From an optimization exercise on the open Yosys and OpenROAD flow, aimed at small area; shortcuts taken in it are not production practice. The RTL was checked by simulation tests, not by an equivalence proof against the original design. Power figures rest on the tool's default switching activity, not on a simulated workload.

==> inputs of job 3165 <==
==> flow/design.v <==
module cb5_nsel (
    input en,
    input en_n,
    input a,
    input q,
    output y
);
    assign y = ~((q | en) & (a | en_n));
endmodule
module cb5_nsel8 (
    input en,
    input en_n,
    input [7:0] a,
    input [7:0] q,
    output [7:0] y
);
    genvar b;
    generate
        for (b = 0; b < 8; b = b + 1) begin : g_bit
            cb5_nsel u (.en(en), .en_n(en_n), .a(a[b]), .q(q[b]), .y(y[b]));
        end
    endgenerate
endmodule
module cb5_sel (
    input en,
    input en_n,
    input a,
    input q,
    output y
);
    assign y = (a & en) | (q & en_n);
endmodule
module cb5_sel8 (
    input en,
    input en_n,
    input [7:0] a,
    input [7:0] q,
    output [7:0] y
);
    genvar b;
    generate
        for (b = 0; b < 8; b = b + 1) begin : g_bit
            cb5_sel u (.en(en), .en_n(en_n), .a(a[b]), .q(q[b]), .y(y[b]));
        end
    endgenerate
endmodule
module conv_buffer_5x5 (
    input clk,
    input reset,
    input [7:0] pixel_in,
    input valid_in,
    output [199:0] window,
    output reg window_valid
);
localparam N = 4 * 32 + 5;
reg [8*N-1:0] s;        
wire [8*N-1:0] s_nx;
reg flip;
reg [9:0] pos;          
wire en = valid_in;
wire en_n = ~valid_in;
always @(posedge clk) begin
    if (reset)
        flip <= 1'b0;
    else
        flip <= flip ^ en_n;
end
always @(posedge clk)
    s <= s_nx;
genvar g;
generate
    for (g = 0; g < N; g = g + 1) begin : g_st
        if (g == 0) begin : g_in
            cb5_sel8 u (.en(en), .en_n(en_n), .a(pixel_in), .q(s[7:0]), .y(s_nx[7:0]));
        end else if ((g % 32) < 5 && (g % 32) != 0) begin : g_tap
            cb5_sel8 u (.en(en), .en_n(en_n), .a(s[8*g-8 +: 8]), .q(s[8*g +: 8]),
                       .y(s_nx[8*g +: 8]));
        end else if ((g % 32) == 0) begin : g_exit
            cb5_sel8 u (.en(en), .en_n(en_n), .a(s[8*g-8 +: 8] ^ {8{~flip}}),
                       .q(s[8*g +: 8]), .y(s_nx[8*g +: 8]));
        end else if ((g % 32) == 5) begin : g_enter
            cb5_nsel8 u (.en(en), .en_n(en_n), .a(s[8*g-8 +: 8] ^ {8{flip}}),
                        .q(s[8*g +: 8]), .y(s_nx[8*g +: 8]));
        end else begin : g_seg
            cb5_nsel8 u (.en(en), .en_n(en_n), .a(s[8*g-8 +: 8]), .q(s[8*g +: 8]),
                        .y(s_nx[8*g +: 8]));
        end
    end
endgenerate
always @(posedge clk) begin
    if (reset) begin
        pos <= 10'd0;
        window_valid <= 1'b0;
    end else if (valid_in) begin
        pos <= pos + 10'd1;
        window_valid <= (pos[9:7] != 3'd0) && (pos[4:2] != 3'd0);
    end
end
genvar k, j;
generate
    for (k = 0; k < 5; k = k + 1) begin : g_row
        for (j = 0; j < 5; j = j + 1) begin : g_col
            assign window[199 - 8*(5*k + j) -: 8] = s[8*(32*(4-k) + (4-j)) +: 8];
        end
    end
endgenerate
endmodule
==> flow/flow/run.sh <==
#!/bin/bash
# Standard layout, with buf_1 port buffers and a clock tree of small buffers
# without dummy loads. make's full output goes to flow.log.
set -euo pipefail
export BUFFER_PORTS_ARGS="-buffer_cell sky130_fd_sc_hd__buf_1"
export CTS_ARGS="-sink_clustering_enable -repair_clock_nets -dont_use_dummy_load -buf_list {sky130_fd_sc_hd__clkbuf_8} -sink_clustering_size 20 -sink_clustering_max_diameter 40"
bash standard.sh > flow.log 2>&1
==> flow/standard.sh <==
#!/bin/bash
# synth_recipe.tcl (not shown) runs the flow's synth.tcl, then flattens the netlist and writes it again
# the make line also repeats each setting of config.mk as NAME=value (left out here)
make -C /OpenROAD-flow-scripts/flow DESIGN_CONFIG=/design/flow/config.mk WORK_HOME=/design/flow/orfs CLKGATE_MAP_FILE= SYNTH_SCRIPT=/design/flow/synth_recipe.tcl "${@:-finish}"
==> flow/config.mk <==
export PLATFORM = sky130hd
export DESIGN_NAME = conv_buffer_5x5
export DESIGN_NICKNAME = conv_buffer_5x5
export VERILOG_FILES = /design/flow/design.v
export SDC_FILE = /design/flow/constraint.sdc
export NUM_CORES = 4
export LEC_CHECK = 0
export CAP_MARGIN = 20
export CORE_MARGIN = 2
export CORE_UTILIZATION = 40
export SLEW_MARGIN = 20
export SYNTH_HIERARCHICAL = 1
export SYNTH_MINIMUM_KEEP_SIZE = 0
==> flow/constraint.sdc <==
create_clock -name core_clock -period 6.0 [get_ports {clk}]
set_input_delay 1.2000 -clock core_clock [delete_from_list [all_inputs] [get_ports {clk}]]
set_output_delay 1.2000 -clock core_clock [all_outputs]
set_load 0.01 [all_outputs]
==> job 8165 (differences from job 3165) <==
==> flow/flow/run.sh (replaced) <==
#!/bin/bash
# Standard layout, with buf_1 port buffers and a clock tree of small buffers
# without dummy loads. make's full output goes to flow.log.
set -euo pipefail
export BUFFER_PORTS_ARGS="-buffer_cell sky130_fd_sc_hd__buf_1"
export CTS_ARGS="-sink_clustering_enable -repair_clock_nets -dont_use_dummy_load -buf_list {sky130_fd_sc_hd__clkbuf_4} -sink_clustering_size 12 -sink_clustering_max_diameter 40"
bash standard.sh > flow.log 2>&1
Settings changed: CAP_MARGIN 20 to 0, SLEW_MARGIN 20 to 0.
==> job 9547 (differences from job 3165) <==
==> flow/flow/run.sh (replaced) <==
#!/bin/bash
# Standard layout, with buf_1 port buffers and a clock tree of small buffers
# without dummy loads. make's full output goes to flow.log.
set -euo pipefail
export BUFFER_PORTS_ARGS="-buffer_cell sky130_fd_sc_hd__buf_1"
export CTS_ARGS="-sink_clustering_enable -repair_clock_nets -dont_use_dummy_load -buf_list {sky130_fd_sc_hd__clkbuf_4} -sink_clustering_size 11 -sink_clustering_max_diameter 90"
bash standard.sh > flow.log 2>&1
==> job 6943 (differences from job 3165) <==
==> flow/design.v, changed modules only <==
module conv_buffer_5x5 (
    input clk,
    input reset,
    input [7:0] pixel_in,
    input valid_in,
    output reg [199:0] window, 
    output reg window_valid
);
reg [7:0] LB0 [31:0]; 
reg [7:0] LB1 [31:0]; 
reg [7:0] LB2 [31:0]; 
reg [7:0] LB3 [31:0]; 
reg [7:0] curr_row [31:0]; 
reg [5:0] col_count;
reg [5:0] row_count;
reg [7:0] sr0_0, sr0_1, sr0_2, sr0_3, sr0_4; 
reg [7:0] sr1_0, sr1_1, sr1_2, sr1_3, sr1_4; 
reg [7:0] sr2_0, sr2_1, sr2_2, sr2_3, sr2_4; 
reg [7:0] sr3_0, sr3_1, sr3_2, sr3_3, sr3_4; 
reg [7:0] sr4_0, sr4_1, sr4_2, sr4_3, sr4_4; 
integer i;
always @(posedge clk) begin
    if (reset) begin
        col_count <= 0;
        row_count <= 0;
        window_valid <= 0;
        for(i=0; i<32; i=i+1) begin
            LB0[i] <= 0;
            LB1[i] <= 0;
            LB2[i] <= 0; 
            LB3[i] <= 0;
            curr_row[i] <= 0;
        end
        {sr0_0,sr0_1,sr0_2,sr0_3,sr0_4} <= 0;
        {sr1_0,sr1_1,sr1_2,sr1_3,sr1_4} <= 0;
        {sr2_0,sr2_1,sr2_2,sr2_3,sr2_4} <= 0;
        {sr3_0,sr3_1,sr3_2,sr3_3,sr3_4} <= 0;
        {sr4_0,sr4_1,sr4_2,sr4_3,sr4_4} <= 0;
    end
    else if (valid_in) begin
        curr_row[col_count] <= pixel_in;
        if(row_count >= 4) begin
            sr0_0 <= sr0_1;
             sr0_1 <= sr0_2;
            sr0_2 <= sr0_3;
             sr0_3 <= sr0_4;
            sr0_4 <= LB0[col_count];
        end
        if(row_count >= 3) begin
            sr1_0 <= sr1_1; 
            sr1_1 <= sr1_2;
            sr1_2 <= sr1_3; 
            sr1_3 <= sr1_4;
            sr1_4 <= LB1[col_count];
        end
        if(row_count >= 2) begin
            sr2_0 <= sr2_1;
             sr2_1 <= sr2_2;
            sr2_2 <= sr2_3; 
            sr2_3 <= sr2_4;
            sr2_4 <= LB2[col_count];
        end
        if(row_count >= 1) begin
            sr3_0 <= sr3_1; 
            sr3_1 <= sr3_2;
            sr3_2 <= sr3_3; 
            sr3_3 <= sr3_4;
            sr3_4 <= LB3[col_count];
        end
        if(col_count == 0) begin
            {sr4_0, sr4_1, sr4_2, sr4_3, sr4_4} <= {32'b0, pixel_in};
        end else begin
            sr4_0 <= sr4_1;
            sr4_1 <= sr4_2;
            sr4_2 <= sr4_3;
            sr4_3 <= sr4_4;
            sr4_4 <= pixel_in;
        end
        if(col_count == 31) begin
            col_count <= 0;
            row_count <= (row_count == 31) ? 0 : row_count + 1;
            for(i=0; i<32; i=i+1) begin
                LB0[i] <= LB1[i];
                LB1[i] <= LB2[i];
                LB2[i] <= LB3[i];
                LB3[i] <= curr_row[i];
            end
            LB3[31] <= pixel_in;
        end
        else begin
            col_count <= col_count + 1;
        end
        window_valid <= (row_count >= 4) && (col_count >= 4);
    end
end
always @(*) begin
    window = {sr0_0,sr0_1,sr0_2,sr0_3,sr0_4,
             sr1_0,sr1_1,sr1_2,sr1_3,sr1_4,
             sr2_0,sr2_1,sr2_2,sr2_3,sr2_4,
             sr3_0,sr3_1,sr3_2,sr3_3,sr3_4,
             sr4_0,sr4_1,sr4_2,sr4_3,sr4_4};
end
endmodule
// module cb5_nsel removed
// module cb5_nsel8 removed
// module cb5_sel removed
// module cb5_sel8 removed
==> flow/run.sh (new file) <==
#!/bin/bash
# synth_recipe.tcl (not shown) runs the flow's synth.tcl, then flattens the netlist and writes it again
# the make line also repeats each setting of config.mk as NAME=value (left out here)
make -C /OpenROAD-flow-scripts/flow DESIGN_CONFIG=/design/flow/config.mk WORK_HOME=/design/flow/orfs CLKGATE_MAP_FILE= SYNTH_SCRIPT=/design/flow/synth_recipe.tcl finish
Settings changed: SYNTH_HIERARCHICAL 1 to not set, SYNTH_MINIMUM_KEEP_SIZE 0 to not set.
removed: flow/flow/run.sh
removed: flow/standard.sh
==> flow_results.org <==
** Run status
- Result of the run :: finished clean

** Clocking
- Buffers inserted during clock tree synthesis total between 100 and 150.
- At the later pin of the worst-skew pair, clock insertion delay measures about 0.90 ns.
- H-tree depth :: 3

** Synth
- The synthesized design contains 0 enable-type register cells.
- Post-synthesis share of cell area spent on xor and xnor gates :: 0.0194
- After synthesis, the most frequently instantiated cells are sky130_fd_sc_hd__dfxtp_1 (1076), sky130_fd_sc_hd__o22ai_1 (864), sky130_fd_sc_hd__buf_4 (201).

** Worst setup path
- In this run the worst path has a maximum fanout of ~130.
- The critical path contains buffers and inverters numbering 3 combined.
- Total stage count of the critical path :: 4

** Timing
- Static timing analysis puts the maximum clock frequency at 329 MHz.
- Slew at the pin with the worst max-slew slack :: 1.20 ns

** Placement
- Area after detailed placement :: 31900 µm²

** Floorplanning
- Number of well taps :: between 1k and 1.5k
- The initial utilization of the core area, before any placement, comes to 0.403.

** Power
- Combinational group share of total power :: 0.110
- Leakage power summed over all cells :: 12.2 nW

** Global route
- The first global-routing pass estimated 86600 µm of wire.
- For met2 alone, demand over resource in global routing was 0.204.

** Cells and area
- Multi-input combinational cells in the finished layout were counted as 1170.
the above is filed under job 9547

==> flow_results.org <==
** Worst setup path
- In this run the worst path has a maximum fanout of 88.
- For flop-to-flop paths, the worst setup slack is 1.39 ns.
- Counting both buffers and inverters, the worst setup path holds a total of 2.
- The critical path crosses 8 cells after its start point.

** Timing
- RSZ-0062 raised after global routing :: no
- Timing would allow up to 217 MHz.
- Slew at the pin with the worst max-slew slack :: 1.28 ns

** Global route
- The first global-routing pass estimated 371000 µm of wire.

** Synth
- Post-synthesis share of cell area spent on xor and xnor gates :: 0.000880
- In the synthesized netlist, the cells that appear most often are sky130_fd_sc_hd__nand2_1 (2416), sky130_fd_sc_hd__dfxtp_1 (1237), sky130_fd_sc_hd__a21oi_1 (1188).
- Counting flops with a built-in enable in the synthesized netlist gives around 250.

** Floorplanning
- Width of the die :: 390 µm
- Number of well taps :: a little under 2k

** Power
- Of the total power, combinational logic draws 0.039.
- The analysis attributes to cell leakage a power of between 20 and 25 nW.

** Cells and area
- 4956 cells are multi-input combinational gates.
- Count of non-CTS inverters in the layout :: 14

** Routing
- Detailed routing placed a total of 110000 µm of wire on met2.

** Clocking
- The H-tree generated during clock tree synthesis spans 4 levels.
- Skew-Pair Late Insertion Delay :: approximately 0.84 ns

** Run status
- Result of the run :: finished clean
the above is filed under job 6943

==> flow_results.org <==
** Power
- For this design the static power due to leakage is roughly 12 nW.
- Of the total power, combinational logic draws 0.108.

** Worst setup path
- Buffers plus inverters on the worst setup path :: 1
- Total stage count of the critical path :: 1
- Largest driver fanout on the critical path :: 4

** Global route
- The first global-routing pass estimated about 87000 µm of wire.
- For met2 alone, demand over resource in global routing was 0.203.

** Synth
- The commonest cells after synthesis are sky130_fd_sc_hd__dfxtp_1 (1076), sky130_fd_sc_hd__o22ai_1 (864), sky130_fd_sc_hd__buf_4 (201).
- In this run, synthesis inferred 0 flip-flops with an integrated enable.
- Of the total synthesized cell area, the portion taken by XOR and XNOR cells is 0.0194.

** Timing
- Based on the critical path, the design can be clocked at up to 339 MHz.

** Run status
- Result of the run :: finished clean

** Clocking
- H-tree depth :: 4
- Skew-Pair Late Insertion Delay :: ~0.96 ns
- Inserted Clock Buffers :: 130

** Floorplanning
- Number of well taps :: 1040
- For this configuration, the core starts out at a cell density of 0.403.
the above is filed under job 8165

==> flow_results.org <==
** Run status
- The run finished with no timing, DRC or antenna violations.

** Floorplanning
- Starting Density :: 0.403

** Synth
- Post-synthesis share of cell area spent on xor and xnor gates :: 0.0194
- Most common library cells after synthesis :: sky130_fd_sc_hd__dfxtp_1 (1076), sky130_fd_sc_hd__o22ai_1 (864), sky130_fd_sc_hd__buf_4 (201)
- Yosys mapped a number of flops with a built-in enable equal to 0.

** Global route
- Wire length of the first global-routing pass :: 86600 µm
- M2 GR Usage :: 0.204

** Worst setup path
- In this run the number of cells on the critical path is 5.
- Largest driver fanout on the critical path :: 58
- Buffers plus inverters on the worst setup path :: 4

** Clocking
- Skew-Pair Late Insertion Delay :: 0.72 ns
- The clock tree synthesis step divided the H-tree into 3 levels.
- Buffers inserted during clock tree synthesis total approximately 120.

** Power
- Summed over all cells, the static leakage comes to 12.5 nW.
- Of the total power, combinational logic draws 0.102.

** Placement
- Summing all placed instances gives a cell area of 31900 µm².

** Cells and area
- The number of multi-input combinational cells in the layout is ~1.2k.

** Timing
- Highest Clock Rate :: 310 MHz
- Slew at the pin with the worst max-slew slack :: 1.15 ns
the above is filed under job 3165

-- separate check: timing with driven ports --
The flow's constraints put no driver on any port. The routed layouts listed below were extracted and timed again, unchanged, in two steps.
Step 1 sets driving cells, clkbuf_16 on the clock port and buf_2 on the other inputs (assumed; they add their load-dependent delay and slew).
Step 2, shift: input delay + t, output delay - t, t = (earliest + latest rising clock arrival at the registers) / 2. This alone moves slack from input paths to output paths.
Three values: ideal, step 1, step 2; two values: the first two.
run | shift t [ns] | setup WS [ns] | worst hold slack (ns) | clock arrival spread, ns | worst slew at a driven data input, ns
job 3165 | 0.726 | 2.775 / 2.795 / 2.069 | 0.355 / 0.355 / 0.355 | 0.121 / 0.121 | 0.04
job 8165 | 0.946 | 3.053 / 3.002 / 2.126 | 0.346 / 0.346 / 0.346 | 0.129 / 0.129 | 0.04
job 9547 | 0.900 | 2.965 / 2.981 / 2.081 | 0.383 / 0.383 / 0.383 | 0.135 / 0.136 | 0.04
job 6943 | 0.889 | 1.391 / 1.391 / 1.344 | 0.447 / 0.447 / 0.447 | 0.048 / 0.047 | 0.09
After both steps setup and hold are still met in every run listed. For job 8165, which loses most, drivers alone change the setup slack by -0.051 ns; drivers and shift together by -0.927 ns.
